From an optimization exercise on the open Yosys and OpenROAD flow, aimed at small area, a short achievable clock period and few clock cycles per item; shortcuts taken in it are not production practice. Function not checked in this run: the RTL went through the layout flow alone. Power figures rest on the tool's default switching activity, not on a simulated workload.

<file path="flow/run.sh">
#!/bin/bash
# synth_recipe.tcl (not shown) runs the flow's synth.tcl, then flattens the netlist and writes it again
# the make line also repeats each setting of config.mk as NAME=value (left out here)
make -C /OpenROAD-flow-scripts/flow DESIGN_CONFIG=/design/flow/config.mk WORK_HOME=/design/flow/orfs CLKGATE_MAP_FILE= SYNTH_SCRIPT=/design/flow/synth_recipe.tcl finish
</file>
<file path="flow/config.mk">
export PLATFORM = sky130hd
export DESIGN_NAME = alu
export DESIGN_NICKNAME = alu
export VERILOG_FILES = /design/flow/design.v
export SDC_FILE = /design/flow/constraint.sdc
export NUM_CORES = 4
export LEC_CHECK = 0
export CAP_MARGIN = 20
export CORE_MARGIN = 2
export CORE_UTILIZATION = 40
export SLEW_MARGIN = 20
</file>
<file path="flow/constraint.sdc">
create_clock -name core_clock -period 14.0 [get_ports {clk}]
set_input_delay 2.8000 -clock core_clock [delete_from_list [all_inputs] [get_ports {clk}]]
set_output_delay 2.8000 -clock core_clock [all_outputs]
set_load 0.01 [all_outputs]
</file>
<file path="flow/design.v">
module control_unit(
    input wire [2:0] booth_bits,
    output reg [2:0] operation
);
    always @(*) begin
        case (booth_bits)
            3'b000, 3'b111: operation = 3'b000;  
            3'b001, 3'b010: operation = 3'b001;  
            3'b011:         operation = 3'b011;  
            3'b100:         operation = 3'b100;  
            3'b101, 3'b110: operation = 3'b101;  
            default:        operation = 3'b000;
        endcase
    end
endmodule
module fac (
    input  A,
    input  B,
    input  Cin,
    output Sum,
    output Cout
);
    assign Sum  = A ^ B ^ Cin;
    assign Cout = (A & B) | (B & Cin) | (A & Cin);
endmodule
module adder (
    input  [17:0] op1,
    input  [17:0] op2,
    input         s,     
    output [17:0] res
);
    wire [17:0] op2_xor;
    wire [17:0] carry;
    assign op2_xor = op2 ^ {18{s}};
    fac fac0 (
        .A(op1[0]), .B(op2_xor[0]), .Cin(s),   
        .Sum(res[0]), .Cout(carry[0])
    );
    genvar i;
    generate
        for (i = 1; i < 18; i = i + 1) begin : rca_loop
            fac fac (
                .A(op1[i]), .B(op2_xor[i]), .Cin(carry[i-1]),
                .Sum(res[i]), .Cout(carry[i])
            );
        end
    endgenerate
endmodule
module booth_multiplier(
    input wire clk,
    input wire reset,
    input wire start,
    input wire signed [7:0] multiplicand,
    input wire signed [7:0] multiplier,
    output reg signed [15:0] product,
    output reg done
);
    reg [1:0] state, next_state;
    reg signed [17:0] A, next_A;
    reg signed [8:0] M;
    reg signed [8:0] Q;
    wire [2:0] booth_bits;
    wire [2:0] operation;
    reg [2:0] count;
    wire signed [17:0] op1, op2;
    wire signed [17:0] adder_res;
    reg adder_s;
    reg [17:0] M_shifted;
    localparam IDLE = 2'b00, WORK = 2'b01, DONE = 2'b10;
    assign booth_bits = Q[2:0];
    assign op1 = A;
    assign op2 = M_shifted;
    control_unit CU (
        .booth_bits(booth_bits),
        .operation(operation)
    );
    adder ADDER (
        .op1(op1),
        .op2(op2),
        .s(adder_s),
        .res(adder_res)
    );
    always @(posedge clk or posedge reset) begin
        if (reset)
            state <= IDLE;
        else
            state <= next_state;
    end
    always @(*) begin
        case (state)
            IDLE: next_state = start ? WORK : IDLE;
            WORK: next_state = (count == 3) ? DONE : WORK;
            DONE: next_state = IDLE;
            default: next_state = IDLE;
        endcase
    end
    always @(posedge clk or posedge reset) begin
        if (reset) begin
            A <= 0;
            count <= 0;
            done <= 0;
            product <= 0;
            M <= 0;
            Q <= 0;
        end
        else begin
            case (state)
                IDLE: begin
                    A <= 18'd0;
                    count <= 0;
                    done <= 0;
                    M <= {multiplicand[7], multiplicand};  
                    Q <= {multiplier, 1'b0};               
                end
                WORK: begin
                    A <= next_A;
                    Q <= Q >>> 2;
                    count <= count + 1;
                end
                DONE: begin
                    product <= A[15:0];
                    done <= 1;
                end
            endcase
        end
    end
    always @(*) begin
        M_shifted = 0;
        adder_s = 0;
        next_A = A;
        case (operation)
            3'b001, 3'b010: begin  
                M_shifted = {{9{M[8]}}, M} <<< (count * 2);
                adder_s = 0;
                next_A = adder_res;
            end
            3'b011: begin  
                M_shifted = ({{9{M[8]}}, M} <<< 1) <<< (count * 2);
                adder_s = 0;
                next_A = adder_res;
            end
            3'b100: begin  
                M_shifted = ({{9{M[8]}}, M} <<< 1) <<< (count * 2);
                adder_s = 1;
                next_A = adder_res;
            end
            3'b101, 3'b110: begin  
                M_shifted = {{9{M[8]}}, M} <<< (count * 2);
                adder_s = 1;
                next_A = adder_res;
            end
            default: begin
                next_A = A;  
            end
        endcase
    end
endmodule
module non_restoring_division (
    input wire clk,
    input wire rst,        
    input wire start,      
    input wire [15:0] dividend,  
    input wire [7:0] divisor,   
    output reg [7:0] quotient,   
    output reg [7:0] remainder,  
    output reg done              
);
    reg [8:0] A;         
    reg [7:0] Q;        
    reg [7:0] M;        
    reg s;              
    reg [3:0] count;    
    parameter IDLE = 3'b000;
    parameter SHIFT = 3'b001;
    parameter OPERATE = 3'b010;
    parameter CORRECT = 3'b011;  
    parameter DONE = 3'b100;
    reg [2:0] state, next_state;
    reg [7:0] corrected_remainder;
    wire [9:0] op_res = s ? ({s, A} + {2'b00, M}) : ({s, A} - {2'b00, M});
    always @(*) begin
    case (state)
        IDLE: next_state = start ? SHIFT : IDLE;
        SHIFT: next_state = OPERATE;
        OPERATE: next_state = (count == 4'd7) ? CORRECT : SHIFT;
        CORRECT: next_state = DONE;
        DONE: next_state = IDLE;
        default: next_state = IDLE;
    endcase
end
    always @(posedge clk or posedge rst) begin
    if (rst) begin
        state <= IDLE;
        done <= 0;
        quotient <= 0;
        remainder <= 0;
        corrected_remainder <= 0;
        A <= 0;
        Q <= 0;
        M <= 0;
        s <= 0;
        count <= 0;
    end else begin
        state <= next_state;
        case (state)
            IDLE: begin
                done <= 0;
                if (start) begin
                    A <= {1'b0, dividend[15:8]};
                    Q <= dividend[7:0];
                    M <= divisor;
                    s <= 0;
                    count <= 0;
                end
            end
            SHIFT: begin
                {s, A, Q} <= {s, A, Q} << 1;
            end
            OPERATE: begin
                {s, A} <= op_res;
                Q[0] <= ~op_res[9];
                count <= count + 1;
            end
            CORRECT: begin
                if (s == 1)
    			corrected_remainder <= A[7:0] + M;
		else
    			corrected_remainder <= A[7:0];
            end
            DONE: begin
                remainder <= corrected_remainder;
		quotient <= Q;
		done <= 1;
            end
        endcase
    end
end
endmodule
module alu(
    input wire clk,
    input wire reset,
    input wire start, 
    input wire [1:0] op_select,    
    input wire signed [15:0] op1,             
    input wire signed [7:0] op2,             
    output reg signed [15:0] res,             
    output reg done                           
);
    wire signed [15:0] product;
    wire mult_done;
    wire [7:0] quotient;
    wire [7:0] remainder;
    wire div_done;
    wire [17:0] adder_result;
    wire mult_start = start && (op_select == 2'b10);
    wire div_start  = start && (op_select == 2'b11);
    wire [17:0] op1_ext = {{2{op1[15]}}, op1};
    wire [17:0] op2_ext = {{10{op2[7]}}, op2};
    wire adder_sub = (op_select == 2'b01);  
    booth_multiplier mult (
        .clk(clk),
        .reset(reset),
        .start(mult_start),
        .multiplicand(op1[7:0]),
        .multiplier(op2),
        .product(product),
        .done(mult_done)
    );
    non_restoring_division div (
        .clk(clk),
        .rst(reset),
        .start(div_start),
        .dividend(op1),
        .divisor(op2),
        .quotient(quotient),
        .remainder(remainder),
        .done(div_done)
    );
    adder addsub (
        .op1(op1_ext),
        .op2(op2_ext),
        .s(adder_sub),
        .res(adder_result)
    );
    always @(*) begin
        case (op_select)
            2'b00: begin  
                res = adder_result[15:0];
                done = 1'b1;
            end
            2'b01: begin  
                res = adder_result[15:0];
                done = 1'b1;
            end
            2'b10: begin  
                res = product;
                done = mult_done;
            end
            2'b11: begin  
                res = {quotient, remainder};
                done = div_done;
            end
            default: begin
                res = 16'b0;
                done = 1'b0;
            end
        endcase
    end
endmodule
</file>
==> summary.txt <==
Ys Warns=4; crit share post-route=a little over nine tenths; maximum clock rate=approximately 0.074 GHz; Hold Crit Endpoint=div.corrected_remainder[2]; sequential element share of the synthesized area=37.96%; Routed WL=18.58 mm; clk buf depth=2; peak per-stage delay on the critical path=0.56 ns; EDFF count, synth=0; clock-pin slew on the worst setup and hold paths=0.05 ns; post-synthesis register bit count=113; vias=approximately 5,400; Hold Path Depth=2; dpl cells=969; worst path required time=between 10 and 15 ns; number of fill cells=1,658; # IOs=46; reg-to-reg critical path startpoint=mult.Q[0]; layout cells sized above 1=14.51%; maximum VDD drop=around 130 uV; Crit Reg-Reg Endpoint=mult.A[15]; most frequent cell on the critical path=fa_1; Max Cap Viol=0; WP data arrival=roughly 11 ns; slowest stage cell, crit path=clkdlybuf4s50_1; initial antenna violation count=0; DR iter-0 viols=331; Final nets=844; DRT Pass-1 Iters=5; Routed Antenna Nets=0; area grow syn2layout=16.68%; async set-reset flop share out of synthesis=between 90% and 100%; Setup Buffers After CTS=0; clock latency on the worst-skew pair=0.41 ns; Layout Cells excl Fill=1,001; status=finished clean; die area=roughly 20,000 um^2; Synth cell types=60; r2r setup slk=5.53 ns; min Tclk post-route=13.52 ns; Post-Layout Inst Area=around 8700 um^2; Worst Max-Slew Pin Slew=1.073 ns; Critical Path Start Type=input port; Fin. Hold Viols=0; crit-path cells=clkdlybuf4s50_1, nor2b_1, mux2i_1, fa_1, fa_1, fa_1, fa_1, fa_1, fa_1, fa_1, fa_1, fa_1, fa_1, fa_1, fa_1, fa_1, fa_1, xnor2_1, xnor2_1, nand2b_1, a21oi_1, a31oi_1, clkdlybuf4s50_1; Final Setup Violations=0; number of global-route vias before repair=5,767; Post-Place Cell Area=between 8000 and 9000 um^2; Post-CTS Hold Fix Bufs=0; Leakage=3.909 nW; Cells after Synth=727; Synth Flop Type=dfrtp_1; TritonCTS buffer count=17; Synth Net Count=812; Post-Syn Area per Cell=10.25 um^2; total power=about 2.5 mW; CTS Root Cell=clkbuf_16; CP Max Fanout=3; CTS Sinks=between 100 and 150; routed len/inst=18.56 um; die width=140.5 um; RSZ-0062 raised after global routing=false; CTS tree=yes; largest net degree at the start of global routing=60; setup TNS=0 ns; commonest non-fill, non-tap cells in the layout=dfrtp_1 (113), nand2_1 (69), mux2i_1 (56); Ant. Diodes=0; DR DRC count=0; IO Port Bufs=45; Util after Layout=47.89%; chip height=140.5 um; critical path class=input port to primary output; worst relative slew slack=28.48%; Overflow after GRT=0; routability cong.=0.8440; CTS H-tree depth=4; HP Class=register to register; DP HPWL=13.80 mm; GRT Util Overall=20.21%; Vias per Instance=about 5.4; std cell rows=49; P per Cell Area=just under 300 nW/um^2; Syn Std Cell Area=7448 um^2; Max Clock Skew=around 0.016 ns; fin. max-slew vios=0; Worst Reg2Reg Path Length in Cells=28; Initial Util=41.04%; crit end category=primary output; Core Region=18,150 um^2; min-delay src=div.corrected_remainder[2]; first-pass GRT wire length=between 30 and 40 mm; CTS resizes=0; most common cell after layout, fill and taps aside=dfrtp_1
==> per-layer routing <==
metal  global-route usage (%)  vias up  wire, um
met2                    35.47       91      9532
li1                         -     2599         -
met1                    25.37     2731      8235
met5                        0        -         0
met3                    3.795       25       490
met4                    6.211        0       318
==> per-stage QoR <==
stage          worst slack, ns  hold slack (ns)
2_1_floorplan            1.820           0.4444
3_3_place_gp            0.4775           0.4622
3_5_place_dp            0.4835           0.4664
4_1_cts                 0.4619           0.4812
5_1_grt                 0.1838           0.4988
6_report                0.4809           0.4796
==> cell usage after synthesis (3+ instances only) <==
cell type,instances,area share (%)
a22o_1,16,1.9
mux2i_1,56,7.5
nand2b_1,11,0.92
o21ai_0,52,3.5
ha_1,26,4.4
xor2_1,23,2.7
mux2_2,53,8.0
o21ai_2,4,0.47
xnor2_1,17,2.0
nor2_1,55,2.8
o22ai_1,6,0.50
buf_2,15,1.0
nor2b_1,9,0.76
inv_1,40,2.0
nor3_1,7,0.47
fa_1,30,8.1
a21oi_1,34,2.3
dfrtp_1,113,38
o211ai_1,3,0.30
a211oi_1,6,0.60
nand2_1,69,3.5
a21o_1,3,0.30
clkbuf_1,19,0.96
o21ai_1,3,0.20
nand3_1,8,0.54
nand3b_1,3,0.30
==> how the worst max path moves through the flow <==
stage,from,to,depth (start not counted)
global placement,op_select[0],res[15],23
global route,op_select[0],res[15],23
finish,op_select[0],res[15],23
detailed placement,op_select[0],res[15],23
floorplan,op_select[0],res[15],21
CTS,op_select[0],res[15],23
==> state kept, by name (all words and copies together), names as in the netlist <==
| signal | cells |
|---|---|
| mult.product | 16 |
| div.remainder | 8 |
| div.s | 1 |
| div.quotient | 8 |
| div.state | 3 |
| div.corrected_remainder | 8 |
| mult.count | 3 |
| mult.A | 16 |
| mult.state | 2 |
| mult.M | 8 |
| div.count | 4 |
| div.Q | 8 |
| div.done | 1 |
| div.A | 9 |
| mult.Q | 9 |
| div.M | 8 |
| mult.done | 1 |
==> report_power, final <==
| part | switching [mW] | internal (mW) |
|---|---|---|
| Combinational | 0.771 | 0.639 |
| Clock | 0.163 | 0.300 |
| Sequential | 0.170 | 0.463 |
| Total | 1.10 | 1.40 |
==> critical path: cells and delay by family <==
kind	cells	cell delay [ns]
compound gates	2	0.21
xor+xnor	2	0.27
fa+ha+maj	14	5.59
buf+inv	2	1.03
mux	1	0.19
simple gates	2	0.60
==> kinds of logic after synthesis <==
group | count (synthesis) | synth area share [%]
simple gates | 177 | 10.80
xor+xnor | 41 | 4.922
mux | 112 | 16.33
flops | 113 | 37.96
compound gates | 150 | 13.17
fa+ha+maj | 56 | 12.43
buf+inv | 78 | 4.384
==> cell type report <==
type	instances	area (um^2)	area share, %
Clock buffer	17	425.4	4.895
Clock inverter	15	209.0	2.404
Inverter	40	152.6	1.756
Multi-Input combinational cell	536	4294	49.41
Sequential cell	113	2828	32.54
Tap cell	229	286.5	3.297
Timing Repair Buffer	51	495.5	5.701

## afterwards: timing with drivers on the ports
No port has a modelled driver above. Below, the same layout with a new extraction and two added sets of constraints.
Step 1 (the two cells are an assumption about what drives the block):
set clk [get_ports {clk}]
set_driving_cell -lib_cell sky130_fd_sc_hd__clkbuf_16 $clk
set_driving_cell -lib_cell sky130_fd_sc_hd__buf_2 [delete_from_list [all_inputs] $clk]
Step 2, shift: input delay + t, output delay - t, t = (earliest + latest rising clock arrival at the registers) / 2. This alone moves slack from input paths to output paths.
Three values: no drivers, after step 1, after step 2; two values: the first two.
t (ns): 0.453
slack for setup (ns): 0.481 / 0.448 / 0.448
worst setup path at the end: input to output
clock arrival spread, ns: 0.016 / 0.016
pins driven straight from the clock port: 1
After both steps setup and hold are still met in this run. For this run, drivers alone change the setup slack by -0.033 ns; drivers and shift together by -0.033 ns.
